What follows belongs to an exercise in optimizing a design on an open flow for small area and a short achievable clock period; a production flow would make more cautious choices. The RTL of this run was laid out without a check of its function. Power and IR drop assume default switching activity.

==> design/flow/design.v <==
module float_adder(clk,rst_n,add_a,add_b,adder_out);
input wire [31:0] add_a,add_b;
output wire [31:0] adder_out;
input rst_n,clk;
wire [7:0] ea = add_a[30:23];
wire [7:0] eb = add_b[30:23];
wire [8:0] dab = {1'b0, ea} - {1'b0, eb};
wire [8:0] dba = {1'b0, eb} - {1'b0, ea};
wire a_lt_b = add_a[30:0] < add_b[30:0];
wire [7:0] d   = a_lt_b ? dba[7:0] : dab[7:0];
wire [31:0] bg  = a_lt_b ? add_b : add_a;
wire [22:0] sf  = a_lt_b ? add_a[22:0] : add_b[22:0];
reg        s0, sub0, bz0, hb0;
reg [7:0]  e0;
reg [4:0]  d0;
reg [22:0] fa0, fb0;
always @(posedge clk) begin
	s0   <= bg[31];
	sub0 <= add_a[31] ^ add_b[31];
	bz0  <= ~|{add_a, add_b};
	e0   <= bg[30:23];
	d0   <= (d > 8'd27) ? 5'd31 : d[4:0];
	fa0  <= bg[22:0];
	hb0  <= (d <= 8'd46);
	fb0  <= (d <= 8'd46) ? sf : 23'd0;
end
wire [23:0] bm = {hb0, fb0};
wire [26:0] ar = {2'b01, fa0, 2'b00};
wire [26:0] br = {1'b0, bm, 2'b00} >> d0;
reg st;
integer k;
always @(*) begin
	st = 1'b0;
	for (k = 0; k < 24; k = k + 1)
		if ((k + 3 <= d0) && (k + 23 >= d0)) st = st | bm[k];
end
wire [26:0] r = sub0 ? (ar - br - {26'd0, st}) : (ar + br);
reg [26:0] r1;
reg        s1, bz1, nan1;
reg [7:0]  e1;
always @(posedge clk) begin
	r1   <= r;
	s1   <= s0;
	bz1  <= bz0;
	nan1 <= &e0;
	e1   <= e0;
end
reg [4:0] ss;
integer i;
always @(*) begin
	ss = 5'd24;
	for (i = 3; i <= 26; i = i + 1)
		if (r1[i]) ss = 26 - i;
end
wire [23:0] q    = r1[26] ? r1[25:2] : (r1[25] ? r1[24:1] : r1[23:0]);
wire [22:0] fr   = q[23:1] + {22'd0, q[0]};
wire [26:0] n    = r1 << ss;
wire [22:0] frac = (r1[26] | r1[25] | r1[24]) ? fr : n[25:3];
wire        zero = bz1 | ~|r1;
reg        s2;
reg [7:0]  e2;
reg [22:0] f2;
always @(posedge clk) begin
	if (nan1) begin
		s2 <= s1;
		e2 <= 8'hff;
		f2 <= 23'd1;
	end else if (zero) begin
		s2 <= 1'b0;
		e2 <= 8'd0;
		f2 <= 23'd0;
	end else begin
		s2 <= s1;
		e2 <= e1 + 8'd1 - {3'd0, ss};
		f2 <= frac;
	end
end
assign adder_out = {s2, e2, f2};
endmodule
module float_mult(clk,rst_n,mul_a,mul_b,out_a);
input wire [31:0] mul_a,mul_b;
output wire [31:0] out_a;
input rst_n,clk;
wire [8:0] esum = {1'b0, mul_a[30:23]} + {1'b0, mul_b[30:23]};
wire nan_in = (&mul_a[30:23]) | (&mul_b[30:23]);
wire [25:0] y = {2'b01, mul_b[22:0], 1'b0};    
reg [22:0] fa0;
reg [11:0] neg, one, two;
reg        s0, ovf0, unf0;
reg [7:0]  e0;
integer k;
always @(posedge clk) begin
	fa0  <= mul_a[22:0];
	for (k = 0; k < 12; k = k + 1) begin
		neg[k] <= y[2*k+2];
		one[k] <= y[2*k+1] ^ y[2*k];
		two[k] <= (y[2*k+2] & ~y[2*k+1] & ~y[2*k]) | (~y[2*k+2] & y[2*k+1] & y[2*k]);
	end
	s0   <= mul_a[31] ^ mul_b[31];
	ovf0 <= nan_in | (esum >= 9'd381);
	unf0 <= ~nan_in & (esum <= 9'd127);
	e0   <= esum[7:0] - 8'd127;
end
wire [23:0] x = {1'b1, fa0};
wire [25:0] xe = {1'b0, x, 1'b0};    
wire [24:0] pp0, pp1, pp2, pp3, pp4, pp5, pp6, pp7, pp8, pp9, pp10, pp11;
genvar gi, gj;
generate for (gj = 0; gj < 25; gj = gj + 1) begin : g_pp
	assign pp0[gj]  = ((one[0]  & xe[gj+1]) | (two[0]  & xe[gj])) ^ neg[0];
	assign pp1[gj]  = ((one[1]  & xe[gj+1]) | (two[1]  & xe[gj])) ^ neg[1];
	assign pp2[gj]  = ((one[2]  & xe[gj+1]) | (two[2]  & xe[gj])) ^ neg[2];
	assign pp3[gj]  = ((one[3]  & xe[gj+1]) | (two[3]  & xe[gj])) ^ neg[3];
	assign pp4[gj]  = ((one[4]  & xe[gj+1]) | (two[4]  & xe[gj])) ^ neg[4];
	assign pp5[gj]  = ((one[5]  & xe[gj+1]) | (two[5]  & xe[gj])) ^ neg[5];
	assign pp6[gj]  = ((one[6]  & xe[gj+1]) | (two[6]  & xe[gj])) ^ neg[6];
	assign pp7[gj]  = ((one[7]  & xe[gj+1]) | (two[7]  & xe[gj])) ^ neg[7];
	assign pp8[gj]  = ((one[8]  & xe[gj+1]) | (two[8]  & xe[gj])) ^ neg[8];
	assign pp9[gj]  = ((one[9]  & xe[gj+1]) | (two[9]  & xe[gj])) ^ neg[9];
	assign pp10[gj] = ((one[10] & xe[gj+1]) | (two[10] & xe[gj])) ^ neg[10];
	assign pp11[gj] = ((one[11] & xe[gj+1]) | (two[11] & xe[gj])) ^ neg[11];
end endgenerate
wire hs1, hc1, hs2, hc2, fs1, fc1, hs3, hc3, fs2, fc2, hs4, hc4, fs3, fc3, fs4, fc4, hs5, hc5, fs5, fc5, fs6, fc6, hs6, hc6, fs7, fc7, fs8, fc8, fs9, fc9, hs7, hc7, fs10, fc10, fs11, fc11, fs12, fc12, fs13, fc13, fs14, fc14, fs15, fc15, hs8, hc8, fs16, fc16, fs17, fc17, fs18, fc18, hs9, hc9, fs19, fc19, fs20, fc20, fs21, fc21, fs22, fc22, hs10, hc10, fs23, fc23, fs24, fc24, fs25, fc25, fs26, fc26, hs11, hc11, fs27, fc27, fs28, fc28, fs29, fc29, fs30, fc30, fs31, fc31, hs12, hc12, fs32, fc32, fs33, fc33, fs34, fc34, fs35, fc35, fs36, fc36, hs13, hc13, fs37, fc37, fs38, fc38, fs39, fc39, fs40, fc40, fs41, fc41, fs42, fc42, hs14, hc14, fs43, fc43, fs44, fc44, fs45, fc45, fs46, fc46, fs47, fc47, fs48, fc48, hs15, hc15, fs49, fc49, fs50, fc50, fs51, fc51, fs52, fc52, fs53, fc53, fs54, fc54, fs55, fc55, hs16, hc16, fs56, fc56, fs57, fc57, fs58, fc58, fs59, fc59, fs60, fc60, fs61, fc61, fs62, fc62, hs17, hc17, fs63, fc63, fs64, fc64, fs65, fc65, fs66, fc66, fs67, fc67, fs68, fc68, fs69, fc69, fs70, fc70, hs18, hc18, fs71, fc71, fs72, fc72, fs73, fc73, fs74, fc74, fs75, fc75, fs76, fc76, fs77, fc77, fs78, fc78, hs19, hc19, fs79, fc79, fs80, fc80, fs81, fc81, fs82, fc82, fs83, fc83, fs84, fc84, fs85, fc85, fs86, fc86, fs87, fc87, hs20, hc20, fs88, fc88, fs89, fc89, fs90, fc90, fs91, fc91, fs92, fc92, fs93, fc93, fs94, fc94, fs95, fc95, fs96, fc96, hs21, hc21, fs97, fc97, fs98, fc98, fs99, fc99, fs100, fc100, fs101, fc101, fs102, fc102, fs103, fc103, fs104, fc104, fs105, fc105, fs106, fc106, fs107, fc107, fs108, fc108, fs109, fc109, fs110, fc110, fs111, fc111, fs112, fc112, fs113, fc113, fs114, fc114, fs115, fc115, fs116, fc116, fs117, fc117, hs22, hc22, fs118, fc118, fs119, fc119, fs120, fc120, fs121, fc121, fs122, fc122, fs123, fc123, fs124, fc124, fs125, fc125, fs126, fc126, fs127, fc127, fs128, fc128, fs129, fc129, fs130, fc130, fs131, fc131, fs132, fc132, fs133, fc133, fs134, fc134, fs135, fc135, fs136, fc136, fs137, fc137, fs138, fc138, fs139, fc139, hs23, hc23, fs140, fc140, fs141, fc141, fs142, fc142, fs143, fc143, fs144, fc144, fs145, fc145, fs146, fc146, fs147, fc147, fs148, fc148, fs149, fc149, fs150, fc150, hs24, hc24, fs151, fc151, fs152, fc152, fs153, fc153, fs154, fc154, fs155, fc155, fs156, fc156, fs157, fc157, fs158, fc158, fs159, fc159, fs160, fc160, fs161, fc161, fs162, fc162, fs163, fc163, fs164, fc164, fs165, fc165, fs166, fc166, fs167, fc167, fs168, fc168, fs169, fc169, fs170, fc170, fs171, fc171, hs25, hc25, fs172, fc172, fs173, fc173, fs174, fc174, fs175, fc175, fs176, fc176, fs177, fc177, fs178, fc178, fs179, fc179, fs180, fc180, fs181, fc181, fs182, fc182, fs183, fc183, fs184, fc184, fs185, fc185, fs186, fc186, fs187, fc187, fs188, fc188, fs189, fc189, fs190, fc190, hs26, hc26, fs191, fc191, fs192, fc192, fs193, fc193, fs194, fc194, fs195, fc195, fs196, fc196, fs197, fc197, fs198, fc198, fs199, fc199, fs200, fc200, fs201, fc201, fs202, fc202, fs203, fc203, fs204, fc204, fs205, fc205, fs206, fc206, fs207, fc207, hs27, hc27, fs208, fc208, fs209, fc209, fs210, fc210, fs211, fc211, fs212, fc212, fs213, fc213, fs214, fc214, fs215, fc215, fs216, fc216, fs217, fc217, fs218, fc218, fs219, fc219, fs220, fc220, fs221, fc221, fs222, fc222, hs28, hc28, fs223, fc223, fs224, fc224, fs225, fc225, fs226, fc226, fs227, fc227, fs228, fc228, fs229, fc229, fs230, fc230, fs231, fc231, fs232, fc232, fs233, fc233, fs234, fc234, fs235, fc235, hs29, hc29, fs236, fc236, fs237, fc237, fs238, fc238, fs239, fc239, fs240, fc240, fs241, fc241, fs242, fc242, fs243, fc243, fs244, fc244, fs245, fc245, fs246, fc246, hs30, hc30, fs247, fc247, fs248, fc248, fs249, fc249, fs250, fc250, fs251, fc251, fs252, fc252, fs253, fc253, fs254, fc254, fs255, fc255, hs31, hc31, fs256, fc256, fs257, fc257, fs258, fc258, fs259, fc259, fs260, fc260, fs261, fc261, fs262, fc262, hs32, hc32, fs263, fc263, fs264, fc264, fs265, fc265, fs266, fc266, fs267, fc267, hs33, hc33, fs268, fc268, fs269, fc269, fs270, fc270, hs34, hc34, fs271, fc271;
mul_ha u_ha1(.a(neg[0]), .b(pp0[0]), .s(hs1), .co(hc1));
mul_ha u_ha2(.a(pp0[1]), .b(hc1), .s(hs2), .co(hc2));
mul_fa u_fa1(.a(neg[1]), .b(pp0[2]), .ci(pp1[0]), .s(fs1), .co(fc1));
mul_ha u_ha3(.a(hc2), .b(fs1), .s(hs3), .co(hc3));
mul_fa u_fa2(.a(pp0[3]), .b(pp1[1]), .ci(fc1), .s(fs2), .co(fc2));
mul_ha u_ha4(.a(fs2), .b(hc3), .s(hs4), .co(hc4));
mul_fa u_fa3(.a(neg[2]), .b(pp0[4]), .ci(pp1[2]), .s(fs3), .co(fc3));
mul_fa u_fa4(.a(pp2[0]), .b(fs3), .ci(fc2), .s(fs4), .co(fc4));
mul_ha u_ha5(.a(hc4), .b(fs4), .s(hs5), .co(hc5));
mul_fa u_fa5(.a(pp0[5]), .b(pp1[3]), .ci(pp2[1]), .s(fs5), .co(fc5));
mul_fa u_fa6(.a(fc3), .b(fs5), .ci(hc5), .s(fs6), .co(fc6));
mul_ha u_ha6(.a(fs6), .b(fc4), .s(hs6), .co(hc6));
mul_fa u_fa7(.a(neg[3]), .b(pp0[6]), .ci(pp1[4]), .s(fs7), .co(fc7));
mul_fa u_fa8(.a(pp2[2]), .b(pp3[0]), .ci(fc5), .s(fs8), .co(fc8));
mul_fa u_fa9(.a(fs7), .b(fs8), .ci(hc6), .s(fs9), .co(fc9));
mul_ha u_ha7(.a(fs9), .b(fc6), .s(hs7), .co(hc7));
mul_fa u_fa10(.a(pp0[7]), .b(pp1[5]), .ci(pp2[3]), .s(fs10), .co(fc10));
mul_fa u_fa11(.a(pp3[1]), .b(fc7), .ci(fs10), .s(fs11), .co(fc11));
mul_fa u_fa12(.a(fc8), .b(fs11), .ci(hc7), .s(fs12), .co(fc12));
mul_fa u_fa13(.a(neg[4]), .b(pp0[8]), .ci(pp1[6]), .s(fs13), .co(fc13));
mul_fa u_fa14(.a(pp2[4]), .b(pp3[2]), .ci(pp4[0]), .s(fs14), .co(fc14));
mul_fa u_fa15(.a(fc10), .b(fs13), .ci(fs14), .s(fs15), .co(fc15));
mul_ha u_ha8(.a(fc11), .b(fs15), .s(hs8), .co(hc8));
mul_fa u_fa16(.a(pp0[9]), .b(pp1[7]), .ci(pp2[5]), .s(fs16), .co(fc16));
mul_fa u_fa17(.a(pp3[3]), .b(pp4[1]), .ci(fc13), .s(fs17), .co(fc17));
mul_fa u_fa18(.a(fc14), .b(fs16), .ci(fs17), .s(fs18), .co(fc18));
mul_ha u_ha9(.a(fc15), .b(fs18), .s(hs9), .co(hc9));
mul_fa u_fa19(.a(neg[5]), .b(pp0[10]), .ci(pp1[8]), .s(fs19), .co(fc19));
mul_fa u_fa20(.a(pp2[6]), .b(pp3[4]), .ci(pp4[2]), .s(fs20), .co(fc20));
mul_fa u_fa21(.a(pp5[0]), .b(fc16), .ci(fs19), .s(fs21), .co(fc21));
mul_fa u_fa22(.a(fs20), .b(fc17), .ci(fc18), .s(fs22), .co(fc22));
mul_ha u_ha10(.a(fs21), .b(hc9), .s(hs10), .co(hc10));
mul_fa u_fa23(.a(pp0[11]), .b(pp1[9]), .ci(pp2[7]), .s(fs23), .co(fc23));
mul_fa u_fa24(.a(pp3[5]), .b(pp4[3]), .ci(pp5[1]), .s(fs24), .co(fc24));
mul_fa u_fa25(.a(fc19), .b(fc20), .ci(fs23), .s(fs25), .co(fc25));
mul_fa u_fa26(.a(fs24), .b(fc21), .ci(fs25), .s(fs26), .co(fc26));
mul_ha u_ha11(.a(fc22), .b(fs26), .s(hs11), .co(hc11));
mul_fa u_fa27(.a(neg[6]), .b(pp0[12]), .ci(pp1[10]), .s(fs27), .co(fc27));
mul_fa u_fa28(.a(pp2[8]), .b(pp3[6]), .ci(pp4[4]), .s(fs28), .co(fc28));
mul_fa u_fa29(.a(pp5[2]), .b(pp6[0]), .ci(fc23), .s(fs29), .co(fc29));
mul_fa u_fa30(.a(fc24), .b(fs27), .ci(fs28), .s(fs30), .co(fc30));
mul_fa u_fa31(.a(fs29), .b(fc25), .ci(fs30), .s(fs31), .co(fc31));
mul_ha u_ha12(.a(fc26), .b(fs31), .s(hs12), .co(hc12));
mul_fa u_fa32(.a(pp0[13]), .b(pp1[11]), .ci(pp2[9]), .s(fs32), .co(fc32));
mul_fa u_fa33(.a(pp3[7]), .b(pp4[5]), .ci(pp5[3]), .s(fs33), .co(fc33));
mul_fa u_fa34(.a(pp6[1]), .b(fc27), .ci(fc28), .s(fs34), .co(fc34));
mul_fa u_fa35(.a(fs32), .b(fs33), .ci(fc29), .s(fs35), .co(fc35));
mul_fa u_fa36(.a(fc30), .b(fs34), .ci(fs35), .s(fs36), .co(fc36));
mul_ha u_ha13(.a(fc31), .b(fs36), .s(hs13), .co(hc13));
mul_fa u_fa37(.a(neg[7]), .b(pp0[14]), .ci(pp1[12]), .s(fs37), .co(fc37));
mul_fa u_fa38(.a(pp2[10]), .b(pp3[8]), .ci(pp4[6]), .s(fs38), .co(fc38));
mul_fa u_fa39(.a(pp5[4]), .b(pp6[2]), .ci(pp7[0]), .s(fs39), .co(fc39));
mul_fa u_fa40(.a(fc32), .b(fc33), .ci(fs37), .s(fs40), .co(fc40));
mul_fa u_fa41(.a(fs38), .b(fs39), .ci(fc34), .s(fs41), .co(fc41));
mul_fa u_fa42(.a(fs40), .b(fs41), .ci(fc35), .s(fs42), .co(fc42));
mul_ha u_ha14(.a(fc36), .b(fs42), .s(hs14), .co(hc14));
mul_fa u_fa43(.a(pp0[15]), .b(pp1[13]), .ci(pp2[11]), .s(fs43), .co(fc43));
mul_fa u_fa44(.a(pp3[9]), .b(pp4[7]), .ci(pp5[5]), .s(fs44), .co(fc44));
mul_fa u_fa45(.a(pp6[3]), .b(pp7[1]), .ci(fc37), .s(fs45), .co(fc45));
mul_fa u_fa46(.a(fc38), .b(fc39), .ci(fs43), .s(fs46), .co(fc46));
mul_fa u_fa47(.a(fs44), .b(fs45), .ci(fc40), .s(fs47), .co(fc47));
mul_fa u_fa48(.a(fs46), .b(fs47), .ci(fc41), .s(fs48), .co(fc48));
mul_ha u_ha15(.a(fs48), .b(fc42), .s(hs15), .co(hc15));
mul_fa u_fa49(.a(neg[8]), .b(pp0[16]), .ci(pp1[14]), .s(fs49), .co(fc49));
mul_fa u_fa50(.a(pp2[12]), .b(pp3[10]), .ci(pp4[8]), .s(fs50), .co(fc50));
mul_fa u_fa51(.a(pp5[6]), .b(pp6[4]), .ci(pp7[2]), .s(fs51), .co(fc51));
mul_fa u_fa52(.a(pp8[0]), .b(fc43), .ci(fc44), .s(fs52), .co(fc52));
mul_fa u_fa53(.a(fs49), .b(fs50), .ci(fs51), .s(fs53), .co(fc53));
mul_fa u_fa54(.a(fc45), .b(fc46), .ci(fs52), .s(fs54), .co(fc54));
mul_fa u_fa55(.a(fs53), .b(fc47), .ci(fs54), .s(fs55), .co(fc55));
mul_ha u_ha16(.a(fc48), .b(fs55), .s(hs16), .co(hc16));
mul_fa u_fa56(.a(pp0[17]), .b(pp1[15]), .ci(pp2[13]), .s(fs56), .co(fc56));
mul_fa u_fa57(.a(pp3[11]), .b(pp4[9]), .ci(pp5[7]), .s(fs57), .co(fc57));
mul_fa u_fa58(.a(pp6[5]), .b(pp7[3]), .ci(pp8[1]), .s(fs58), .co(fc58));
mul_fa u_fa59(.a(fc49), .b(fc50), .ci(fc51), .s(fs59), .co(fc59));
mul_fa u_fa60(.a(fs56), .b(fs57), .ci(fs58), .s(fs60), .co(fc60));
mul_fa u_fa61(.a(fc52), .b(fc53), .ci(fs59), .s(fs61), .co(fc61));
mul_fa u_fa62(.a(fs60), .b(fc54), .ci(fs61), .s(fs62), .co(fc62));
mul_ha u_ha17(.a(fc55), .b(fs62), .s(hs17), .co(hc17));
mul_fa u_fa63(.a(neg[9]), .b(pp0[18]), .ci(pp1[16]), .s(fs63), .co(fc63));
mul_fa u_fa64(.a(pp2[14]), .b(pp3[12]), .ci(pp4[10]), .s(fs64), .co(fc64));
mul_fa u_fa65(.a(pp5[8]), .b(pp6[6]), .ci(pp7[4]), .s(fs65), .co(fc65));
mul_fa u_fa66(.a(pp8[2]), .b(pp9[0]), .ci(fc56), .s(fs66), .co(fc66));
mul_fa u_fa67(.a(fc57), .b(fc58), .ci(fs63), .s(fs67), .co(fc67));
mul_fa u_fa68(.a(fs64), .b(fs65), .ci(fs66), .s(fs68), .co(fc68));
mul_fa u_fa69(.a(fc59), .b(fc60), .ci(fs67), .s(fs69), .co(fc69));
mul_fa u_fa70(.a(fs68), .b(fc61), .ci(fs69), .s(fs70), .co(fc70));
mul_ha u_ha18(.a(fc62), .b(fs70), .s(hs18), .co(hc18));
mul_fa u_fa71(.a(pp0[19]), .b(pp1[17]), .ci(pp2[15]), .s(fs71), .co(fc71));
mul_fa u_fa72(.a(pp3[13]), .b(pp4[11]), .ci(pp5[9]), .s(fs72), .co(fc72));
mul_fa u_fa73(.a(pp6[7]), .b(pp7[5]), .ci(pp8[3]), .s(fs73), .co(fc73));
mul_fa u_fa74(.a(pp9[1]), .b(fc63), .ci(fc64), .s(fs74), .co(fc74));
mul_fa u_fa75(.a(fc65), .b(fs71), .ci(fs72), .s(fs75), .co(fc75));
mul_fa u_fa76(.a(fs73), .b(fc66), .ci(fc67), .s(fs76), .co(fc76));
mul_fa u_fa77(.a(fc68), .b(fs74), .ci(fs75), .s(fs77), .co(fc77));
mul_fa u_fa78(.a(fs76), .b(fc69), .ci(fs77), .s(fs78), .co(fc78));
mul_ha u_ha19(.a(fc70), .b(fs78), .s(hs19), .co(hc19));
mul_fa u_fa79(.a(neg[10]), .b(pp0[20]), .ci(pp1[18]), .s(fs79), .co(fc79));
mul_fa u_fa80(.a(pp2[16]), .b(pp3[14]), .ci(pp4[12]), .s(fs80), .co(fc80));
mul_fa u_fa81(.a(pp5[10]), .b(pp6[8]), .ci(pp7[6]), .s(fs81), .co(fc81));
mul_fa u_fa82(.a(pp8[4]), .b(pp9[2]), .ci(pp10[0]), .s(fs82), .co(fc82));
mul_fa u_fa83(.a(fc71), .b(fc72), .ci(fc73), .s(fs83), .co(fc83));
mul_fa u_fa84(.a(fs79), .b(fs80), .ci(fs81), .s(fs84), .co(fc84));
mul_fa u_fa85(.a(fs82), .b(fc74), .ci(fc75), .s(fs85), .co(fc85));
mul_fa u_fa86(.a(fs83), .b(fs84), .ci(fs85), .s(fs86), .co(fc86));
mul_fa u_fa87(.a(fc76), .b(fc77), .ci(fs86), .s(fs87), .co(fc87));
mul_ha u_ha20(.a(fc78), .b(fs87), .s(hs20), .co(hc20));
mul_fa u_fa88(.a(pp0[21]), .b(pp1[19]), .ci(pp2[17]), .s(fs88), .co(fc88));
mul_fa u_fa89(.a(pp3[15]), .b(pp4[13]), .ci(pp5[11]), .s(fs89), .co(fc89));
mul_fa u_fa90(.a(pp6[9]), .b(pp7[7]), .ci(pp8[5]), .s(fs90), .co(fc90));
mul_fa u_fa91(.a(pp9[3]), .b(pp10[1]), .ci(fc79), .s(fs91), .co(fc91));
mul_fa u_fa92(.a(fc80), .b(fc81), .ci(fc82), .s(fs92), .co(fc92));
mul_fa u_fa93(.a(fs88), .b(fs89), .ci(fs90), .s(fs93), .co(fc93));
mul_fa u_fa94(.a(fs91), .b(fc83), .ci(fc84), .s(fs94), .co(fc94));
mul_fa u_fa95(.a(fs92), .b(fs93), .ci(fs94), .s(fs95), .co(fc95));
mul_fa u_fa96(.a(fc85), .b(fs95), .ci(fc86), .s(fs96), .co(fc96));
mul_ha u_ha21(.a(fc87), .b(fs96), .s(hs21), .co(hc21));
assign fs97 = ~(neg[11] ^ pp0[22]);
assign fc97 = neg[11] | pp0[22];
mul_fa u_fa98(.a(fs97), .b(pp1[20]), .ci(pp2[18]), .s(fs98), .co(fc98));
mul_fa u_fa99(.a(pp3[16]), .b(pp4[14]), .ci(pp5[12]), .s(fs99), .co(fc99));
mul_fa u_fa100(.a(pp6[10]), .b(pp7[8]), .ci(pp8[6]), .s(fs100), .co(fc100));
mul_fa u_fa101(.a(pp9[4]), .b(pp10[2]), .ci(pp11[0]), .s(fs101), .co(fc101));
mul_fa u_fa102(.a(fc88), .b(fc89), .ci(fc90), .s(fs102), .co(fc102));
mul_fa u_fa103(.a(fs98), .b(fs99), .ci(fs100), .s(fs103), .co(fc103));
mul_fa u_fa104(.a(fs101), .b(fc91), .ci(fc92), .s(fs104), .co(fc104));
mul_fa u_fa105(.a(fc93), .b(fs102), .ci(fs103), .s(fs105), .co(fc105));
mul_fa u_fa106(.a(fs104), .b(fc94), .ci(fs105), .s(fs106), .co(fc106));
mul_fa u_fa107(.a(fc95), .b(fs106), .ci(fc96), .s(fs107), .co(fc107));
mul_fa u_fa108(.a(pp0[23]), .b(pp1[21]), .ci(pp2[19]), .s(fs108), .co(fc108));
mul_fa u_fa109(.a(pp3[17]), .b(pp4[15]), .ci(pp5[13]), .s(fs109), .co(fc109));
mul_fa u_fa110(.a(pp6[11]), .b(pp7[9]), .ci(pp8[7]), .s(fs110), .co(fc110));
mul_fa u_fa111(.a(pp9[5]), .b(pp10[3]), .ci(pp11[1]), .s(fs111), .co(fc111));
mul_fa u_fa112(.a(fc97), .b(fc98), .ci(fc99), .s(fs112), .co(fc112));
mul_fa u_fa113(.a(fc100), .b(fc101), .ci(fs108), .s(fs113), .co(fc113));
mul_fa u_fa114(.a(fs109), .b(fs110), .ci(fs111), .s(fs114), .co(fc114));
mul_fa u_fa115(.a(fc102), .b(fc103), .ci(fs112), .s(fs115), .co(fc115));
mul_fa u_fa116(.a(fs113), .b(fs114), .ci(fc104), .s(fs116), .co(fc116));
mul_fa u_fa117(.a(fc105), .b(fs115), .ci(fs116), .s(fs117), .co(fc117));
mul_ha u_ha22(.a(fc106), .b(fs117), .s(hs22), .co(hc22));
mul_fa u_fa118(.a(x[0]), .b(pp0[24]), .ci(pp1[22]), .s(fs118), .co(fc118));
mul_fa u_fa119(.a(pp2[20]), .b(pp3[18]), .ci(pp4[16]), .s(fs119), .co(fc119));
mul_fa u_fa120(.a(pp5[14]), .b(pp6[12]), .ci(pp7[10]), .s(fs120), .co(fc120));
mul_fa u_fa121(.a(pp8[8]), .b(pp9[6]), .ci(pp10[4]), .s(fs121), .co(fc121));
mul_fa u_fa122(.a(pp11[2]), .b(fc108), .ci(fc109), .s(fs122), .co(fc122));
mul_fa u_fa123(.a(fc110), .b(fc111), .ci(fs118), .s(fs123), .co(fc123));
mul_fa u_fa124(.a(fs119), .b(fs120), .ci(fs121), .s(fs124), .co(fc124));
mul_fa u_fa125(.a(fc112), .b(fc113), .ci(fc114), .s(fs125), .co(fc125));
mul_fa u_fa126(.a(fs122), .b(fs123), .ci(fs124), .s(fs126), .co(fc126));
mul_fa u_fa127(.a(fc115), .b(fs125), .ci(fs126), .s(fs127), .co(fc127));
mul_fa u_fa128(.a(fc116), .b(fc117), .ci(fs127), .s(fs128), .co(fc128));
assign fs129 = ~(x[1] ^ ~neg[0]);
assign fc129 = x[1] | ~neg[0];
mul_fa u_fa130(.a(fs129), .b(pp1[23]), .ci(pp2[21]), .s(fs130), .co(fc130));
mul_fa u_fa131(.a(pp3[19]), .b(pp4[17]), .ci(pp5[15]), .s(fs131), .co(fc131));
mul_fa u_fa132(.a(pp6[13]), .b(pp7[11]), .ci(pp8[9]), .s(fs132), .co(fc132));
mul_fa u_fa133(.a(pp9[7]), .b(pp10[5]), .ci(pp11[3]), .s(fs133), .co(fc133));
mul_fa u_fa134(.a(fc118), .b(fc119), .ci(fc120), .s(fs134), .co(fc134));
mul_fa u_fa135(.a(fc121), .b(fs130), .ci(fs131), .s(fs135), .co(fc135));
mul_fa u_fa136(.a(fs132), .b(fs133), .ci(fc122), .s(fs136), .co(fc136));
mul_fa u_fa137(.a(fc123), .b(fc124), .ci(fs134), .s(fs137), .co(fc137));
mul_fa u_fa138(.a(fs135), .b(fs136), .ci(fc125), .s(fs138), .co(fc138));
mul_fa u_fa139(.a(fc126), .b(fs137), .ci(fs138), .s(fs139), .co(fc139));
mul_ha u_ha23(.a(fc127), .b(fs139), .s(hs23), .co(hc23));
assign fs140 = ~(x[2] ^ fc129);
assign fc140 = x[2] | fc129;
mul_fa u_fa141(.a(fs140), .b(pp1[24]), .ci(pp2[22]), .s(fs141), .co(fc141));
mul_fa u_fa142(.a(pp3[20]), .b(pp4[18]), .ci(pp5[16]), .s(fs142), .co(fc142));
mul_fa u_fa143(.a(pp6[14]), .b(pp7[12]), .ci(pp8[10]), .s(fs143), .co(fc143));
mul_fa u_fa144(.a(pp9[8]), .b(pp10[6]), .ci(pp11[4]), .s(fs144), .co(fc144));
mul_fa u_fa145(.a(fc130), .b(fc131), .ci(fc132), .s(fs145), .co(fc145));
mul_fa u_fa146(.a(fc133), .b(fs141), .ci(fs142), .s(fs146), .co(fc146));
mul_fa u_fa147(.a(fs143), .b(fs144), .ci(fc134), .s(fs147), .co(fc147));
mul_fa u_fa148(.a(fc135), .b(fs145), .ci(fs146), .s(fs148), .co(fc148));
mul_fa u_fa149(.a(fs147), .b(fc136), .ci(fc137), .s(fs149), .co(fc149));
mul_fa u_fa150(.a(fs148), .b(fc138), .ci(fs149), .s(fs150), .co(fc150));
mul_ha u_ha24(.a(fc139), .b(hc23), .s(hs24), .co(hc24));
mul_fa u_fa151(.a(x[3]), .b(~neg[1]), .ci(pp2[23]), .s(fs151), .co(fc151));
mul_fa u_fa152(.a(pp3[21]), .b(pp4[19]), .ci(pp5[17]), .s(fs152), .co(fc152));
mul_fa u_fa153(.a(pp6[15]), .b(pp7[13]), .ci(pp8[11]), .s(fs153), .co(fc153));
mul_fa u_fa154(.a(pp9[9]), .b(pp10[7]), .ci(pp11[5]), .s(fs154), .co(fc154));
mul_fa u_fa155(.a(fs151), .b(fc140), .ci(fc141), .s(fs155), .co(fc155));
mul_fa u_fa156(.a(fc142), .b(fc143), .ci(fc144), .s(fs156), .co(fc156));
mul_fa u_fa157(.a(fs152), .b(fs153), .ci(fs154), .s(fs157), .co(fc157));
mul_fa u_fa158(.a(fc145), .b(fs155), .ci(fc146), .s(fs158), .co(fc158));
mul_fa u_fa159(.a(fs156), .b(fs157), .ci(fc147), .s(fs159), .co(fc159));
mul_fa u_fa160(.a(fs158), .b(fc148), .ci(fs159), .s(fs160), .co(fc160));
mul_fa u_fa161(.a(fc149), .b(fs160), .ci(fc150), .s(fs161), .co(fc161));
assign fs162 = ~(x[4] ^ pp2[24]);
assign fc162 = x[4] | pp2[24];
mul_fa u_fa163(.a(fs162), .b(pp3[22]), .ci(pp4[20]), .s(fs163), .co(fc163));
mul_fa u_fa164(.a(pp5[18]), .b(pp6[16]), .ci(pp7[14]), .s(fs164), .co(fc164));
mul_fa u_fa165(.a(pp8[12]), .b(pp9[10]), .ci(pp10[8]), .s(fs165), .co(fc165));
mul_fa u_fa166(.a(pp11[6]), .b(fc151), .ci(fc152), .s(fs166), .co(fc166));
mul_fa u_fa167(.a(fc153), .b(fc154), .ci(fs163), .s(fs167), .co(fc167));
mul_fa u_fa168(.a(fs164), .b(fs165), .ci(fc155), .s(fs168), .co(fc168));
mul_fa u_fa169(.a(fc156), .b(fc157), .ci(fs166), .s(fs169), .co(fc169));
mul_fa u_fa170(.a(fs167), .b(fs168), .ci(fc158), .s(fs170), .co(fc170));
mul_fa u_fa171(.a(fs169), .b(fs170), .ci(fc159), .s(fs171), .co(fc171));
mul_ha u_ha25(.a(fc160), .b(fs171), .s(hs25), .co(hc25));
mul_fa u_fa172(.a(x[5]), .b(~neg[2]), .ci(pp3[23]), .s(fs172), .co(fc172));
mul_fa u_fa173(.a(pp4[21]), .b(pp5[19]), .ci(pp6[17]), .s(fs173), .co(fc173));
mul_fa u_fa174(.a(pp7[15]), .b(pp8[13]), .ci(pp9[11]), .s(fs174), .co(fc174));
mul_fa u_fa175(.a(pp10[9]), .b(pp11[7]), .ci(fs172), .s(fs175), .co(fc175));
mul_fa u_fa176(.a(fc162), .b(fc163), .ci(fc164), .s(fs176), .co(fc176));
mul_fa u_fa177(.a(fc165), .b(fs173), .ci(fs174), .s(fs177), .co(fc177));
mul_fa u_fa178(.a(fs175), .b(fc166), .ci(fc167), .s(fs178), .co(fc178));
mul_fa u_fa179(.a(fs176), .b(fs177), .ci(fc168), .s(fs179), .co(fc179));
mul_fa u_fa180(.a(fs178), .b(fc169), .ci(fs179), .s(fs180), .co(fc180));
mul_fa u_fa181(.a(fc170), .b(fs180), .ci(fc171), .s(fs181), .co(fc181));
assign fs182 = ~(x[6] ^ pp3[24]);
assign fc182 = x[6] | pp3[24];
mul_fa u_fa183(.a(fs182), .b(pp4[22]), .ci(pp5[20]), .s(fs183), .co(fc183));
mul_fa u_fa184(.a(pp6[18]), .b(pp7[16]), .ci(pp8[14]), .s(fs184), .co(fc184));
mul_fa u_fa185(.a(pp9[12]), .b(pp10[10]), .ci(pp11[8]), .s(fs185), .co(fc185));
mul_fa u_fa186(.a(fc172), .b(fc173), .ci(fc174), .s(fs186), .co(fc186));
mul_fa u_fa187(.a(fc175), .b(fs183), .ci(fs184), .s(fs187), .co(fc187));
mul_fa u_fa188(.a(fs185), .b(fc176), .ci(fc177), .s(fs188), .co(fc188));
mul_fa u_fa189(.a(fs186), .b(fs187), .ci(fs188), .s(fs189), .co(fc189));
mul_fa u_fa190(.a(fc178), .b(fs189), .ci(fc179), .s(fs190), .co(fc190));
mul_ha u_ha26(.a(fc180), .b(fs190), .s(hs26), .co(hc26));
mul_fa u_fa191(.a(x[7]), .b(~neg[3]), .ci(pp4[23]), .s(fs191), .co(fc191));
mul_fa u_fa192(.a(pp5[21]), .b(pp6[19]), .ci(pp7[17]), .s(fs192), .co(fc192));
mul_fa u_fa193(.a(pp8[15]), .b(pp9[13]), .ci(pp10[11]), .s(fs193), .co(fc193));
mul_fa u_fa194(.a(pp11[9]), .b(fs191), .ci(fc182), .s(fs194), .co(fc194));
mul_fa u_fa195(.a(fc183), .b(fc184), .ci(fc185), .s(fs195), .co(fc195));
mul_fa u_fa196(.a(fs192), .b(fs193), .ci(fs194), .s(fs196), .co(fc196));
mul_fa u_fa197(.a(fc186), .b(fc187), .ci(fs195), .s(fs197), .co(fc197));
mul_fa u_fa198(.a(fs196), .b(fc188), .ci(fs197), .s(fs198), .co(fc198));
mul_fa u_fa199(.a(fc189), .b(fs198), .ci(fc190), .s(fs199), .co(fc199));
assign fs200 = ~(x[8] ^ pp4[24]);
assign fc200 = x[8] | pp4[24];
mul_fa u_fa201(.a(fs200), .b(pp5[22]), .ci(pp6[20]), .s(fs201), .co(fc201));
mul_fa u_fa202(.a(pp7[18]), .b(pp8[16]), .ci(pp9[14]), .s(fs202), .co(fc202));
mul_fa u_fa203(.a(pp10[12]), .b(pp11[10]), .ci(fc191), .s(fs203), .co(fc203));
mul_fa u_fa204(.a(fc192), .b(fc193), .ci(fs201), .s(fs204), .co(fc204));
mul_fa u_fa205(.a(fs202), .b(fs203), .ci(fc194), .s(fs205), .co(fc205));
mul_fa u_fa206(.a(fc195), .b(fc196), .ci(fs204), .s(fs206), .co(fc206));
mul_fa u_fa207(.a(fs205), .b(fc197), .ci(fs206), .s(fs207), .co(fc207));
mul_ha u_ha27(.a(fc198), .b(fs207), .s(hs27), .co(hc27));
mul_fa u_fa208(.a(x[9]), .b(~neg[4]), .ci(pp5[23]), .s(fs208), .co(fc208));
mul_fa u_fa209(.a(pp6[21]), .b(pp7[19]), .ci(pp8[17]), .s(fs209), .co(fc209));
mul_fa u_fa210(.a(pp9[15]), .b(pp10[13]), .ci(pp11[11]), .s(fs210), .co(fc210));
mul_fa u_fa211(.a(fs208), .b(fc200), .ci(fc201), .s(fs211), .co(fc211));
mul_fa u_fa212(.a(fc202), .b(fs209), .ci(fs210), .s(fs212), .co(fc212));
mul_fa u_fa213(.a(fc203), .b(fc204), .ci(fs211), .s(fs213), .co(fc213));
mul_fa u_fa214(.a(fs212), .b(fc205), .ci(fc206), .s(fs214), .co(fc214));
mul_fa u_fa215(.a(fs213), .b(fs214), .ci(fc207), .s(fs215), .co(fc215));
assign fs216 = ~(x[10] ^ pp5[24]);
assign fc216 = x[10] | pp5[24];
mul_fa u_fa217(.a(fs216), .b(pp6[22]), .ci(pp7[20]), .s(fs217), .co(fc217));
mul_fa u_fa218(.a(pp8[18]), .b(pp9[16]), .ci(pp10[14]), .s(fs218), .co(fc218));
mul_fa u_fa219(.a(pp11[12]), .b(fc208), .ci(fc209), .s(fs219), .co(fc219));
mul_fa u_fa220(.a(fc210), .b(fs217), .ci(fs218), .s(fs220), .co(fc220));
mul_fa u_fa221(.a(fc211), .b(fc212), .ci(fs219), .s(fs221), .co(fc221));
mul_fa u_fa222(.a(fs220), .b(fc213), .ci(fs221), .s(fs222), .co(fc222));
mul_ha u_ha28(.a(fc214), .b(fs222), .s(hs28), .co(hc28));
mul_fa u_fa223(.a(x[11]), .b(~neg[5]), .ci(pp6[23]), .s(fs223), .co(fc223));
mul_fa u_fa224(.a(pp7[21]), .b(pp8[19]), .ci(pp9[17]), .s(fs224), .co(fc224));
mul_fa u_fa225(.a(pp10[15]), .b(pp11[13]), .ci(fs223), .s(fs225), .co(fc225));
mul_fa u_fa226(.a(fc216), .b(fc217), .ci(fc218), .s(fs226), .co(fc226));
mul_fa u_fa227(.a(fs224), .b(fs225), .ci(fc219), .s(fs227), .co(fc227));
mul_fa u_fa228(.a(fc220), .b(fs226), .ci(fs227), .s(fs228), .co(fc228));
mul_fa u_fa229(.a(fc221), .b(fs228), .ci(fc222), .s(fs229), .co(fc229));
assign fs230 = ~(x[12] ^ pp6[24]);
assign fc230 = x[12] | pp6[24];
mul_fa u_fa231(.a(fs230), .b(pp7[22]), .ci(pp8[20]), .s(fs231), .co(fc231));
mul_fa u_fa232(.a(pp9[18]), .b(pp10[16]), .ci(pp11[14]), .s(fs232), .co(fc232));
mul_fa u_fa233(.a(fc223), .b(fc224), .ci(fc225), .s(fs233), .co(fc233));
mul_fa u_fa234(.a(fs231), .b(fs232), .ci(fc226), .s(fs234), .co(fc234));
mul_fa u_fa235(.a(fs233), .b(fs234), .ci(fc227), .s(fs235), .co(fc235));
mul_ha u_ha29(.a(fc228), .b(fs235), .s(hs29), .co(hc29));
mul_fa u_fa236(.a(x[13]), .b(~neg[6]), .ci(pp7[23]), .s(fs236), .co(fc236));
mul_fa u_fa237(.a(pp8[21]), .b(pp9[19]), .ci(pp10[17]), .s(fs237), .co(fc237));
mul_fa u_fa238(.a(pp11[15]), .b(fs236), .ci(fc230), .s(fs238), .co(fc238));
mul_fa u_fa239(.a(fc231), .b(fc232), .ci(fs237), .s(fs239), .co(fc239));
mul_fa u_fa240(.a(fs238), .b(fc233), .ci(fs239), .s(fs240), .co(fc240));
mul_fa u_fa241(.a(fc234), .b(fs240), .ci(fc235), .s(fs241), .co(fc241));
assign fs242 = ~(x[14] ^ pp7[24]);
assign fc242 = x[14] | pp7[24];
mul_fa u_fa243(.a(fs242), .b(pp8[22]), .ci(pp9[20]), .s(fs243), .co(fc243));
mul_fa u_fa244(.a(pp10[18]), .b(pp11[16]), .ci(fc236), .s(fs244), .co(fc244));
mul_fa u_fa245(.a(fc237), .b(fs243), .ci(fs244), .s(fs245), .co(fc245));
mul_fa u_fa246(.a(fc238), .b(fc239), .ci(fs245), .s(fs246), .co(fc246));
mul_ha u_ha30(.a(fc240), .b(fs246), .s(hs30), .co(hc30));
mul_fa u_fa247(.a(x[15]), .b(~neg[7]), .ci(pp8[23]), .s(fs247), .co(fc247));
mul_fa u_fa248(.a(pp9[21]), .b(pp10[19]), .ci(pp11[17]), .s(fs248), .co(fc248));
mul_fa u_fa249(.a(fs247), .b(fc242), .ci(fc243), .s(fs249), .co(fc249));
mul_fa u_fa250(.a(fs248), .b(fc244), .ci(fc245), .s(fs250), .co(fc250));
mul_fa u_fa251(.a(fs249), .b(fs250), .ci(fc246), .s(fs251), .co(fc251));
assign fs252 = ~(x[16] ^ pp8[24]);
assign fc252 = x[16] | pp8[24];
mul_fa u_fa253(.a(fs252), .b(pp9[22]), .ci(pp10[20]), .s(fs253), .co(fc253));
mul_fa u_fa254(.a(pp11[18]), .b(fc247), .ci(fc248), .s(fs254), .co(fc254));
mul_fa u_fa255(.a(fs253), .b(fc249), .ci(fs254), .s(fs255), .co(fc255));
mul_ha u_ha31(.a(fs255), .b(fc250), .s(hs31), .co(hc31));
mul_fa u_fa256(.a(x[17]), .b(~neg[8]), .ci(pp9[23]), .s(fs256), .co(fc256));
mul_fa u_fa257(.a(pp10[21]), .b(pp11[19]), .ci(fs256), .s(fs257), .co(fc257));
mul_fa u_fa258(.a(fc252), .b(fc253), .ci(fs257), .s(fs258), .co(fc258));
mul_fa u_fa259(.a(fc254), .b(fs258), .ci(fc255), .s(fs259), .co(fc259));
assign fs260 = ~(x[18] ^ pp9[24]);
assign fc260 = x[18] | pp9[24];
mul_fa u_fa261(.a(fs260), .b(pp10[22]), .ci(pp11[20]), .s(fs261), .co(fc261));
mul_fa u_fa262(.a(fc256), .b(fc257), .ci(fs261), .s(fs262), .co(fc262));
mul_ha u_ha32(.a(fc258), .b(fs262), .s(hs32), .co(hc32));
mul_fa u_fa263(.a(x[19]), .b(~neg[9]), .ci(pp10[23]), .s(fs263), .co(fc263));
mul_fa u_fa264(.a(pp11[21]), .b(fs263), .ci(fc260), .s(fs264), .co(fc264));
mul_fa u_fa265(.a(fc261), .b(fs264), .ci(fc262), .s(fs265), .co(fc265));
assign fs266 = ~(x[20] ^ pp10[24]);
assign fc266 = x[20] | pp10[24];
mul_fa u_fa267(.a(fs266), .b(pp11[22]), .ci(fc263), .s(fs267), .co(fc267));
mul_ha u_ha33(.a(fs267), .b(fc264), .s(hs33), .co(hc33));
mul_fa u_fa268(.a(x[21]), .b(~neg[10]), .ci(pp11[23]), .s(fs268), .co(fc268));
mul_fa u_fa269(.a(fs268), .b(fc266), .ci(fc267), .s(fs269), .co(fc269));
assign fs270 = ~(x[22] ^ pp11[24]);
assign fc270 = x[22] | pp11[24];
mul_ha u_ha34(.a(fs270), .b(fc268), .s(hs34), .co(hc34));
mul_fa u_fa271(.a(x[23]), .b(~neg[11]), .ci(fc270), .s(fs271), .co(fc271));
wire [40:0] rowa = {hc34, fc269, hc33, fc265, hc32, fc259, hc31, fc251, hc30, fc241, hc29, fc229, hc28, fc215, hc27, fc199, hc26, fc181, hc25, fc161, hc24, fs150, fc128, hc22, fc107, hc21, hc20, hc19, hc18, hc17, hc16, hc15, hc14, hc13, hc12, hc11, hc10, fs22, hc8, fc12, fc9};
wire [40:0] rowb = {fs271, hs34, fs269, hs33, fs265, hs32, fs259, hs31, fs251, hs30, fs241, hs29, fs229, hs28, fs215, hs27, fs199, hs26, fs181, hs25, fs161, hs24, hs23, fs128, hs22, fs107, hs21, hs20, hs19, hs18, hs17, hs16, hs15, hs14, hs13, hs12, hs11, hs10, hs9, hs8, fs12};
reg [40:0] ra1, rb1;
reg        s1, ovf1, unf1;
reg [7:0]  e1;
always @(posedge clk) begin
	ra1  <= rowa;
	rb1  <= rowb;
	s1   <= s0;
	ovf1 <= ovf0;
	unf1 <= unf0;
	e1   <= e0;
end
wire [40:0] psum = ra1 + rb1;
wire [24:0] p1 = psum[40:16];
reg        s2;
reg [7:0]  e2;
reg [22:0] f2;
always @(posedge clk) begin
	s2 <= s1;
	if (ovf1) begin
		e2 <= 8'hff;
		f2 <= 23'd1;
	end else if (unf1) begin
		e2 <= 8'd0;
		f2 <= 23'd0;
	end else if (p1[24]) begin
		e2 <= e1 + 8'd1;
		f2 <= p1[23:1];
	end else begin
		e2 <= e1;
		f2 <= p1[22:0];
	end
end
assign out_a = {s2, e2, f2};
endmodule
module mul_fa(a, b, ci, s, co);
input  wire a, b, ci;
output wire s, co;
assign s  = a ^ b ^ ci;
assign co = (a & b) | (a & ci) | (b & ci);
endmodule
module mul_ha(a, b, s, co);
input  wire a, b;
output wire s, co;
assign s  = a ^ b;
assign co = a & b;
endmodule
module float_comp(rst_n,clk,float_a,float_b,gt,eq,lt);
input clk,rst_n;
input [31:0] float_a,float_b;
output wire gt,eq,lt;
reg gt_r, eq_r;
wire mag_gt = float_a[30:0] > float_b[30:0];
wire mag_lt = float_a[30:0] < float_b[30:0];
wire gt_d = (float_a[31] ^ float_b[31]) ? ~float_a[31] :
            (float_a[31] ? mag_lt : mag_gt);
always @(posedge clk) begin
	gt_r <= gt_d;
	eq_r <= (float_a == float_b);
end
assign gt = gt_r;
assign eq = eq_r;
assign lt = ~(gt_r | eq_r);
endmodule
module float2int(clk,rst_n,float_in,int_out);
input wire clk,rst_n;
input wire [31:0] float_in;
output wire [31:0] int_out;
wire [7:0]  e   = float_in[30:23];
wire [86:0] w   = {63'd0, 1'b1, float_in[22:0]} << e[5:0];
wire        mid = (e[7:6] == 2'b10) && (e[5:0] <= 6'd53);
wire [31:0] mag = mid ? w[53:22] : {31'd0, e == 8'd127};
reg        s_r;
reg [31:0] m_r;
always @(posedge clk) begin
	s_r <= float_in[31];
	m_r <= mag;
end
assign int_out = s_r ? (~m_r + 32'd1) : m_r;
endmodule
module int2float(clk,rst_n,int_in,float_out);
input wire clk,rst_n;
input wire [31:0] int_in;
output wire [31:0] float_out;
wire        s   = int_in[31];
wire [31:0] y   = int_in ^ {32{s}};
wire [31:0] mag = s ? (~int_in + 32'd1) : int_in;
reg  [5:0]  c;
integer i;
always @(*) begin
	c = 6'd32;
	for (i = 0; i < 32; i = i + 1)
		if (y[i]) c = 31 - i;
end
wire [31:0] m8 = mag << {c[5:3], 3'b000};
reg        s_r;
reg [5:0]  c_r;
reg [31:0] m_r;
always @(posedge clk) begin
	s_r <= s;
	c_r <= c;
	m_r <= m8;
end
wire [31:0] n = m_r << c_r[2:0];
assign float_out = {s_r, n[31] ? (8'd158 - {2'd0, c_r}) : (8'd159 - {2'd0, c_r}), n[30:8]};
endmodule
module float_ops(
	input         clk,
	input         rst_n,
	input  [31:0] add_a,
	input  [31:0] add_b,
	output [31:0] add_out,
	input  [31:0] mul_a,
	input  [31:0] mul_b,
	output [31:0] mul_out,
	input  [31:0] cmp_a,
	input  [31:0] cmp_b,
	output        cmp_gt,
	output        cmp_eq,
	output        cmp_lt,
	input  [31:0] f2i_in,
	output [31:0] f2i_out,
	input  [31:0] i2f_in,
	output [31:0] i2f_out
);
	float_adder u_add(.clk(clk), .rst_n(rst_n), .add_a(add_a), .add_b(add_b), .adder_out(add_out));
	float_mult  u_mul(.clk(clk), .rst_n(rst_n), .mul_a(mul_a), .mul_b(mul_b), .out_a(mul_out));
	float_comp  u_cmp(.rst_n(rst_n), .clk(clk), .float_a(cmp_a), .float_b(cmp_b), .gt(cmp_gt), .eq(cmp_eq), .lt(cmp_lt));
	float2int   u_f2i(.clk(clk), .rst_n(rst_n), .float_in(f2i_in), .int_out(f2i_out));
	int2float   u_i2f(.clk(clk), .rst_n(rst_n), .int_in(i2f_in), .float_out(i2f_out));
endmodule
==> design/flow/run.sh <==
#!/bin/bash
# synth_recipe.tcl (not shown) runs the flow's synth.tcl, then flattens the netlist and writes it again
# the make line also repeats each setting of config.mk as NAME=value (left out here)
make -C /OpenROAD-flow-scripts/flow DESIGN_CONFIG=/design/flow/config.mk WORK_HOME=/design/flow/orfs CLKGATE_MAP_FILE= SYNTH_SCRIPT=/design/flow/synth_recipe.tcl finish
==> design/flow/config.mk <==
export PLATFORM = sky130hd
export DESIGN_NAME = float_ops
export DESIGN_NICKNAME = float_ops
export VERILOG_FILES = /design/flow/design.v
export SDC_FILE = /design/flow/constraint.sdc
export NUM_CORES = 4
export LEC_CHECK = 0
export CAP_MARGIN = 20
export CORE_MARGIN = 2
export CORE_UTILIZATION = 40
export SETUP_SLACK_MARGIN = 5
export SLEW_MARGIN = 20
export SYNTH_HIERARCHICAL = 1
export SYNTH_MINIMUM_KEEP_SIZE = 0
==> design/flow/constraint.sdc <==
create_clock -name core_clock -period 10.0 [get_ports {clk}]
set_input_delay 2.0000 -clock core_clock [delete_from_list [all_inputs] [get_ports {clk}]]
set_output_delay 2.0000 -clock core_clock [all_outputs]
set_load 0.01 [all_outputs]
==> run notes <==
==> per-stage QoR <==
stage               utilization [%]  area, µm²  instances
detailed placement             45.3      43000       5702
CTS                            47.2      44800       5792
floorplan                         -      38300       4282
finish                         47.5      45100       5803
global placement               45.3      43000       5702
global route                   47.5      45100       5802
==> metal layers <==
layer  global-route usage (%)  up-vias
li1                         -    15500
met1                     31.9    15800
met2                     38.8     1375
met3                     6.80      197
met4                     6.43       26
met5                        0        -
==> state kept, by name, indices dropped and copies added (netlist names), 27 cells and up <==
name       flops
u_add.r1      27
u_f2i.m_r     32
u_i2f.m_r     31
u_mul.ra1     41
u_mul.rb1     41
==> placed cells by master, fill, tap and decap left out, types with 27 or more instances in the layout <==
cell | Yosys | final
dfxtp_1 | 400 | 399
xnor2_1 | 387 | 386
clkdlybuf4s50_1 | 0 | 368
a22oi_1 | 271 | 271
nor2_1 | 270 | 269
nand2_1 | 266 | 263
fa_1 | 263 | 263
ha_1 | 254 | 252
inv_1 | 243 | 243
a21oi_1 | 224 | 221
o21ai_0 | 195 | 187
mux2i_1 | 187 | 185
buf_4 | 15 | 82
mux2_2 | 80 | 80
xor2_1 | 77 | 77
nand3_1 | 73 | 72
nor3_1 | 59 | 59
a21o_1 | 57 | 57
clkbuf_16 | 0 | 50
nand2b_1 | 47 | 47
o22ai_1 | 34 | 34
a211oi_1 | 32 | 31
nand4_1 | 27 | 27
or3_1 | 27 | 27
==> synth_stat cells (28+ instances only) <==
master	number
dfxtp_1	400
xnor2_1	387
a22oi_1	271
nor2_1	270
nand2_1	266
fa_1	263
ha_1	254
inv_1	243
a21oi_1	224
clkbuf_1	221
o21ai_0	195
mux2i_1	187
mux2_2	80
xor2_1	77
nand3_1	73
nor3_1	59
a21o_1	57
nand2b_1	47
buf_1	38
o22ai_1	34
a211oi_1	32
o31ai_1	30
nor4_1	28
==> cell families after synthesis <==
kind of cell	count (synthesis)	synth area share, %
AOI/OAI and AO/OA	1089	19.4
xor gates and xnor gates	464	10.6
adders and majority gates	517	22.1
buffers and inverters	563	5.98
DFF	400	20.9
muxes	294	8.81
other	2	0.0196
and+or+nand+nor	952	12.2
==> modules after synthesis, one instance, submodules excluded, a selection <==
module / times used / cells inside / area, µm²
int2float: 1 / 514 / 3830
float2int: 1 / 379 / 3170
float_adder: 1 / 1564 / 12300
mul_ha: 34 / 1 / 12.5
mul_fa: 258 / 1 / 20.0
float_comp: 1 / 117 / 898
float_mult: 1 / 1415 / 12400
==> worst max-delay path, delay by kind of cell (launching register included) <==
kind,cells,cell delay (ps)
AND/OR/NAND/NOR,3,1490
flip-flops,1,350
AO/OA/AOI/OAI,1,210
buffers and inverters,1,150
XOR/XNOR,1,140
==> layout make-up <==
type	count	area share, %
Multi-Input combinational cell	3319	62.6
Sequential cell	400	17.8
Timing Repair Buffer	479	10.3
Tap cell	1265	3.51
Clock buffer	58	2.91
Inverter	251	2.13
Clock inverter	29	0.766
Antenna cell	2	0.0111
==> power by group <==
part / total (mW) / internal (mW) / leakage, nW / switching [mW]
Sequential: 2.39 / 2.13 / 3.35 / 0.265
Combinational: 7.05 / 3.08 / 14.1 / 3.96
Clock: 1.82 / 1.06 / 0.811 / 0.766
==> worst min path at each step <==
stage	slack, ps	endpoint	startpoint	cells after the start
floorplan	310	u_add.bz1$_DFF_P_	u_add.bz0$_DFF_P_	0
global placement	310	u_mul.s2$_DFF_P_	u_mul.s1$_DFF_P_	0
detailed placement	310	u_mul.s1$_DFF_P_	u_mul.s0$_DFF_P_	0
CTS	330	u_mul.s1$_DFF_P_	u_mul.s0$_DFF_P_	0
global route	330	u_mul.e1[7]$_DFF_P_	u_mul.e0[7]$_DFF_P_	0
finish	320	u_mul.e1[2]$_DFF_P_	u_mul.e0[2]$_DFF_P_	0
==> repair_timing <==
item / in CTS / in global routing
hold endpoints to repair: 0 / 0
setup endpoints to repair: 79 / 62
resized for setup: 44 / 47
pin swaps: 3 / 6
gates cloned: 0 / 1
setup buffers: 3 / 7
==> run notes <==
Reg area=8010 µm²; Final Setup Violations=0; worst r2r src=u_add.d0[0]$_SDFF_PN1_; Row Count=around 110; CTS clk-pin slew, worst paths=60 ps; CTS Buffer Depth=3; top post-synthesis cells by area=dfxtp_1 21%, fa_1 14%, xnor2_1 8.9%, ha_1 8.3%, a22oi_1 5.3%; die area=98100 µm²; routed wire length per instance=between 20 and 25 µm; Seq/Total Area, Yosys=20.9%; GPL Wtd Cong=0.970; ratio of cells with drive above 1 in the final layout=9.37%; Worst Setup End Kind=primary output; Synth Register Bits=400; uppermost routed layer=met5; status=complete, no violations; Area growth syn-to-layout=17.8%; Post-synth ARST share=0%; DR WL met3=approximately 12000 µm; critical-path cell list=or4_4 -> or4_4 -> or3_4 -> o31ai_4 -> xnor2_2 -> buf_2; total core area=between 90000 and 100000 µm²; Slew headroom=approximately a third; residual DRC count=0; CP endpoint=f2i_out[17]; wl on met1=roughly 52000 µm; Max FO, Critical Path=6; Worst Hold Slack=324 ps; worst slew pin tran=slightly below 1000 ps; CTS sink count=400; Fmax achieved=just over 200 MHz; Reg2Reg Depth=17; reg2reg end=u_add.r1[24]$_DFF_P_; Tot GR Track Use=roughly a quarter; Die Y=313 µm; crit path time final=roughly 5000 ps; chip width=between 300 and 400 µm; Fin Clk Skew=~33 ps; most used flip-flop cell after synthesis=dfxtp_1; post-synth top area share=a little over a fifth; initial antenna violation count=16; vias per inst=about 5.7; Synthesis Warnings=11; power density cells=about 250 nW/µm²; synthesized area=around 38000 µm²; Place WS=~3600 ps; setup ws final=around 5000 ps; Setup CP Type=reg2out; Pleak=between 15 and 20 nW; critical path's slowest cell=or4_4; CTS H-tree depth=2; clock latency on the worst-skew pair=between 600 and 700 ps; CP most frequent cell=or4_4; root buffer cell=clkbuf_16; critical path data required time=about 8000 ps; area leader, netlist=dfxtp_1; initial DRC count=2817; Critical Path Source=u_f2i.m_r[8]$_SDFF_PP0_; total power=approximately 11 mW; Met2 Wirelength=around 56000 µm; fill count=between 9000 and 10000; DRT Pass-1 Iters=6; CP Launch Type=flop; Slew Limit Fails=0; RSZ-0062 raised after global routing=true; cts hold-fix bufs=0; # IOs=389; Setup TNS Final=0 ps; Vias=33000; Gate Count Post-Synth=between 4000 and 5000; Mapped Avg Cell Area=between 8 and 9 µm²; final hold vios=0; area of the multi-input gates=28200 µm²; final layout net count=roughly 5300; CTS buffer count=49; crit-path max cell delay=roughly 590 ps; largest net degree at the start of global routing=78; worst path arrival time=between 2000 and 3000 ps; max_cap viols=0; worst vdd ir=around 260 µV; HP Class=reg2reg; library cells used by synthesis=roughly 110; total grt overflow=0; CTS tree=built; WL final=123000 µm; Buffers on Ports=387; first-pass GRT wire length=~190000 µm; Starting Density=between 40 and 50%; EDFF count, synth=0; Tcrit/Tclk final=between 40% and 50%; vias in the first global route=32200; Routed Antenna Nets=0; DPL Wire Length=between 80000 and 90000 µm; reg2reg setup slack=5260 ps

==> afterwards: timing with drivers on the ports <==
The flow's constraints put no driver on any port. The routed layout listed below was extracted and timed again, unchanged, in two steps. Step 1, drivers: a clkbuf_16 drives clk and a buf_2 each remaining input, both assumed. Step 2 also shifts input and output timing later by t, the mid clock arrival at the registers, as if the neighbouring blocks saw the same clock. Slacks: ideal ports / drivers / drivers and shift; pairs: ideal ports / drivers.
t (ns): 0.696
setup WS [ns]: 5.047 / 4.974 / 4.437
hold slack, ns: 0.324 / 0.324 / 0.324
worst data-port slew with drivers (ns): 0.13
After both steps setup and hold are still met in this run. For this run, drivers alone change the setup slack by -0.073 ns; drivers and shift together by -0.610 ns.
